Source: an optimization exercise on an open RTL-to-GDS flow (aim: small area and a short achievable clock period). Production flows keep margins and buffers that such runs may drop.
The RTL was checked by simulation tests, not by an equivalence proof against the original design.
No activity file was given, so power comes from the tool's default toggle rates.

==> flow/design.v (excerpt) <==
module dadda_16_16(mpd_in, mpr_in, op_out, clk);
  input clk;
  input [15:0] mpd_in, mpr_in;
  output [32:0] op_out;
  wire [17:0] ye = {2'b00, mpr_in};
  wire [7:0] e_one, e_two;
  genvar gi, gj;
  generate for (gi = 0; gi < 8; gi = gi + 1) begin : g_enc
    wire ym1 = (gi == 0) ? 1'b0 : ye[2*gi-1];
    assign e_one[gi] = ye[2*gi] ^ ym1;
    assign e_two[gi] = (ye[2*gi+1] & ~ye[2*gi] & ~ym1) | (~ye[2*gi+1] & ye[2*gi] & ym1);
  end endgenerate
  reg [15:0] x;
  reg [7:0] one, two, neg;
  reg [25:0] q0, q1;
  reg [5:0] ql;
  reg qc;
  wire carry_n = w270;
  wire [25:0] r0n, r1n;
  wire [5:0] sln;
  always @(posedge clk) begin
    x <= mpd_in;
    one <= e_one;
    two <= e_two;
    neg <= {mpr_in[15], mpr_in[13], mpr_in[11], mpr_in[9], mpr_in[7], mpr_in[5], mpr_in[3], mpr_in[1]};
    q0 <= r0n;
    q1 <= r1n;
    ql <= sln;
    qc <= carry_n;
  end
  wire [7:0] negn = ~neg;
  wire [16:0] ppn [0:7];
  generate for (gi = 0; gi < 8; gi = gi + 1) begin : g_pp
    for (gj = 0; gj < 17; gj = gj + 1) begin : g_ppj
      if (gj == 0) begin : g_lo
        bsel1 u_sel (.a(x[0]), .s(one[gi]), .neg(neg[gi]), .pn(ppn[gi][gj]));
      end else if (gj == 16) begin : g_hi
        bsel1 u_sel (.a(x[15]), .s(two[gi]), .neg(neg[gi]), .pn(ppn[gi][gj]));
      end else begin : g_mid
        bsel u_sel (.a(x[gj]), .b(x[gj-1]), .one(one[gi]), .two(two[gi]), .neg(neg[gi]), .pn(ppn[gi][gj]));
      end
    end
  end endgenerate
  wire [15:0] r8n;
  generate for (gj = 0; gj < 16; gj = gj + 1) begin : g_r8
    g_nand2 u_r8 (.a(x[gj]), .b(neg[7]), .y(r8n[gj]));
  end endgenerate
  wire ci1;
  wire ci2;
  wire ci3;
  wire ci4;
  wire ci5;
  wire ci6;
  wire w7;
  wire w8;
  wire w9;
  wire w10;
  wire w11;
  wire w12;
  wire w13;
  wire w14;
  wire w15;
  wire w16;
  wire w17;
  wire w18;
  wire w19;
  wire w20;
  wire w21;
  wire w22;
  wire w23;
  wire w24;
  wire w25;
  wire w26;
  wire w27;
  wire w28;
  wire w29;
  wire w30;
  wire w31;
  wire w32;
  wire w33;
  ...
Size: roughly 780 cells after synthesis, ~66 I/O pins.
export LEC_CHECK = 0
export CAP_MARGIN = 20
export CORE_MARGIN = 2
export CORE_UTILIZATION = 55
export CTS_BUF_LIST = sky130_fd_sc_hd__clkbuf_8 sky130_fd_sc_hd__clkbuf_16
export CTS_CLUSTER_DIAMETER = 60
export CTS_CLUSTER_SIZE = 30
export SETUP_SLACK_MARGIN = 3.45
export SLEW_MARGIN = 20
export SYNTH_HIERARCHICAL = 1
create_clock -name core_clock -period 7.0 [get_ports {clk}]
standard.sh (not shown) runs the stock make flow with config.mk's settings and CLKGATE_MAP_FILE= SYNTH_SCRIPT=/design/flow/synth_recipe.tcl, a recipe that flattens the netlist after the stock synthesis.
==> flow/flow/run.sh <==
#!/bin/bash
# Standard layout (the standard.sh) with two changes:
#  - after synthesis, flow/post_synth.tcl takes logic cells down to their
#    smallest drive strength (timing repair later sizes up what it needs);
#  - the port buffers are buf_1 cells (sized up by repair where needed).
set -euo pipefail
here=$(pwd)
bash standard.sh POST_SYNTH_TCL=$here/flow/post_synth.tcl \
  "BUFFER_PORTS_ARGS=-buffer_cell sky130_fd_sc_hd__buf_1" finish > $here/standard_flow.log 2>&1
==> flow/flow/post_synth.tcl <==
# After synthesis: take every logic cell down to the smallest drive strength
# of its own kind and drop the buffers synthesis inserted; timing repair in the
# later steps sizes up what the critical paths need.
set n_resized 0
foreach inst [get_cells *] {
  set master [get_property $inst ref_name]
  if {![regexp {^(sky130_fd_sc_hd__[a-z0-9]+)_([0-9]+)$} $master -> base size]} { continue }
  if {[regexp {__(df|dl|sdf|edf|conb|tap|fill|decap|clk)} $base]} { continue }
  set best ""
  set best_area 1e9
  foreach s {0 1 2 4} {
    set lc [get_lib_cells -quiet */${base}_$s]
    if {$lc eq ""} { continue }
    if {[get_property $lc dont_use]} { continue }
    set a [get_property $lc area]
    if {$a < $best_area} { set best_area $a; set best [get_name $lc] }
  }
  if {$best ne "" && $best ne $master} {
    replace_cell $inst $best
    incr n_resized
  }
}
puts "post_synth: resized $n_resized cells"
remove_buffers
The first run completed with no timing, DRC or antenna violations.
Change:
CTS_BUF_LIST = sky130_fd_sc_hd__clkbuf_4 sky130_fd_sc_hd__clkbuf_8   (was sky130_fd_sc_hd__clkbuf_8 sky130_fd_sc_hd__clkbuf_16)
CTS_CLUSTER_DIAMETER = unset   (was 60)
CTS_CLUSTER_SIZE = unset   (was 30)
SETUP_SLACK_MARGIN = 3.2   (was 3.45)
Final cell count is unchanged.
Power shrinks by 5.9%.
Design area shrinks by 2.6%.
Global-route usage shrinks by 0.59 points.
Flip-flop and latch count does not change.
Clock power shrinks by 24%.
Core utilization shrinks by 1.6 points.
Setup slack is worse by 180 ps.
Routed wire length shrinks by 1.1%.
Change:
--- a/flow/flow/post_synth.tcl
+++ b/flow/flow/post_synth.tcl
@@ -24,0 +25,10 @@
+# The first-stage registers each drive a row or column of Booth selectors
+# (16-17 loads): give them the strongest flip-flop of their kind.
+set n_up 0
+foreach inst [get_cells *] {
+  if {[regexp {^(x|one|two|neg)\[} [get_name $inst]] && [get_property $inst ref_name] eq "sky130_fd_sc_hd__dfxtp_1"} {
+    replace_cell $inst sky130_fd_sc_hd__dfxtp_4
+    incr n_up
+  }
+}
+puts "post_synth: upsized $n_up first-stage flip-flops"
CTS_BUF_LIST = sky130_fd_sc_hd__clkbuf_8 sky130_fd_sc_hd__clkbuf_16   (was sky130_fd_sc_hd__clkbuf_4 sky130_fd_sc_hd__clkbuf_8)
CTS_CLUSTER_DIAMETER = 60   (was unset)
CTS_CLUSTER_SIZE = 30   (was unset)
SETUP_SLACK_MARGIN = 3.6   (was 3.2)
Die area rises by 1.8%.
Combinational power rises by about 8%.
Final area rises by about 5%.
Sequential cell count does not change.
Sequential share of layout area rises by 0.82 points.
Change:
--- a/flow/flow/post_synth.tcl
+++ b/flow/flow/post_synth.tcl
@@ -25,10 +24,0 @@
-# The first-stage registers each drive a row or column of Booth selectors
-# (16-17 loads): give them the strongest flip-flop of their kind.
-set n_up 0
-foreach inst [get_cells *] {
-  if {[regexp {^(x|one|two|neg)\[} [get_name $inst]] && [get_property $inst ref_name] eq "sky130_fd_sc_hd__dfxtp_1"} {
-    replace_cell $inst sky130_fd_sc_hd__dfxtp_4
-    incr n_up
-  }
-}
-puts "post_synth: upsized $n_up first-stage flip-flops"
CTS_BUF_LIST = sky130_fd_sc_hd__clkbuf_4 sky130_fd_sc_hd__clkbuf_8   (was sky130_fd_sc_hd__clkbuf_8 sky130_fd_sc_hd__clkbuf_16)
CTS_CLUSTER_DIAMETER = unset   (was 60)
CTS_CLUSTER_SIZE = unset   (was 30)
=>
- via count came out higher by 1.5%
- final area came out lower by 1.0%
- non-clock buffer count came out higher by 9
- worst hold slack gains 33 ps
- synthesized cell count stays the same
- wire length came out lower by 0.95%
Change:
--- a/flow/flow/post_synth.tcl
+++ b/flow/flow/post_synth.tcl
@@ -24,0 +25,10 @@
+# The first-stage registers each drive a row or column of Booth selectors
+# (16-17 loads): give them the strongest flip-flop of their kind.
+set n_up 0
+foreach inst [get_cells *] {
+  if {[regexp {^(x|one|two|neg)\[} [get_name $inst]] && [get_property $inst ref_name] eq "sky130_fd_sc_hd__dfxtp_1"} {
+    replace_cell $inst sky130_fd_sc_hd__dfxtp_4
+    incr n_up
+  }
+}
+puts "post_synth: upsized $n_up first-stage flip-flops"
CTS_BUF_LIST = sky130_fd_sc_hd__clkbuf_8 sky130_fd_sc_hd__clkbuf_16   (was sky130_fd_sc_hd__clkbuf_4 sky130_fd_sc_hd__clkbuf_8)
CTS_CLUSTER_DIAMETER = 60   (was unset)
CTS_CLUSTER_SIZE = 30   (was unset)
SETUP_SLACK_MARGIN = 3.4   (was 3.6)
After rerunning:
- register-to-register slack improves by 40 ps
- wire length decreases by about 1.4%
- cell count decreases by about 1.3%
- clock power increases by 27%
- total power decreases by about 2%
- worst setup slack improves by 64 ps
- sequential power is about the same
- clock skew decreases by 11 ps
- critical path depth decreases by 1
- final area decreases by 1.2%
- global-route usage decreases by 0.37 points
Change:
--- a/flow/flow/post_synth.tcl
+++ b/flow/flow/post_synth.tcl
@@ -25,10 +24,0 @@
-# The first-stage registers each drive a row or column of Booth selectors
-# (16-17 loads): give them the strongest flip-flop of their kind.
-set n_up 0
-foreach inst [get_cells *] {
-  if {[regexp {^(x|one|two|neg)\[} [get_name $inst]] && [get_property $inst ref_name] eq "sky130_fd_sc_hd__dfxtp_1"} {
-    replace_cell $inst sky130_fd_sc_hd__dfxtp_4
-    incr n_up
-  }
-}
-puts "post_synth: upsized $n_up first-stage flip-flops"
- area after synthesis drops slightly
- register-to-register slack loses 210 ps
- routed wire length came out lower slightly
- die area decreases slightly
- setup slack loses 58 ps
- total power fell slightly
- non-clock buffer count went up by 10
- flip-flop and latch count stays the same
- final area fell slightly

-- afterwards: timing with drivers on the ports --
Ports are ideal in the flow. The routed layouts listed here were re-timed in OpenROAD.
Step 1 sets driving cells, clkbuf_16 on the clock port and buf_2 on the other inputs (assumed; they add their load-dependent delay and slew).
Step 2 times the ports against the registers' clock, not the clock port: input delays grow and output delays shrink by t, the midpoint of the rising clock arrivals with the driver on.
Three values: ideal, step 1, step 2; two values: the first two.
run	t (ns)	setup slack, ns	worst setup path at the end	cell pins on the clock port's net
the first run	0.394	3.544 / 3.504 / 3.661	register to register	1
the second run	0.419	3.365 / 3.327 / 3.377	register to register	1
the third run	0.397	3.616 / 3.576 / 3.757	register to register	1
the fourth run	0.429	3.494 / 3.456 / 3.695	register to register	1
the fifth run	0.396	3.558 / 3.514 / 3.732	register to register	1
the sixth run	0.390	3.499 / 3.457 / 3.516	register to register	1
After both steps every run listed still meets setup and hold.
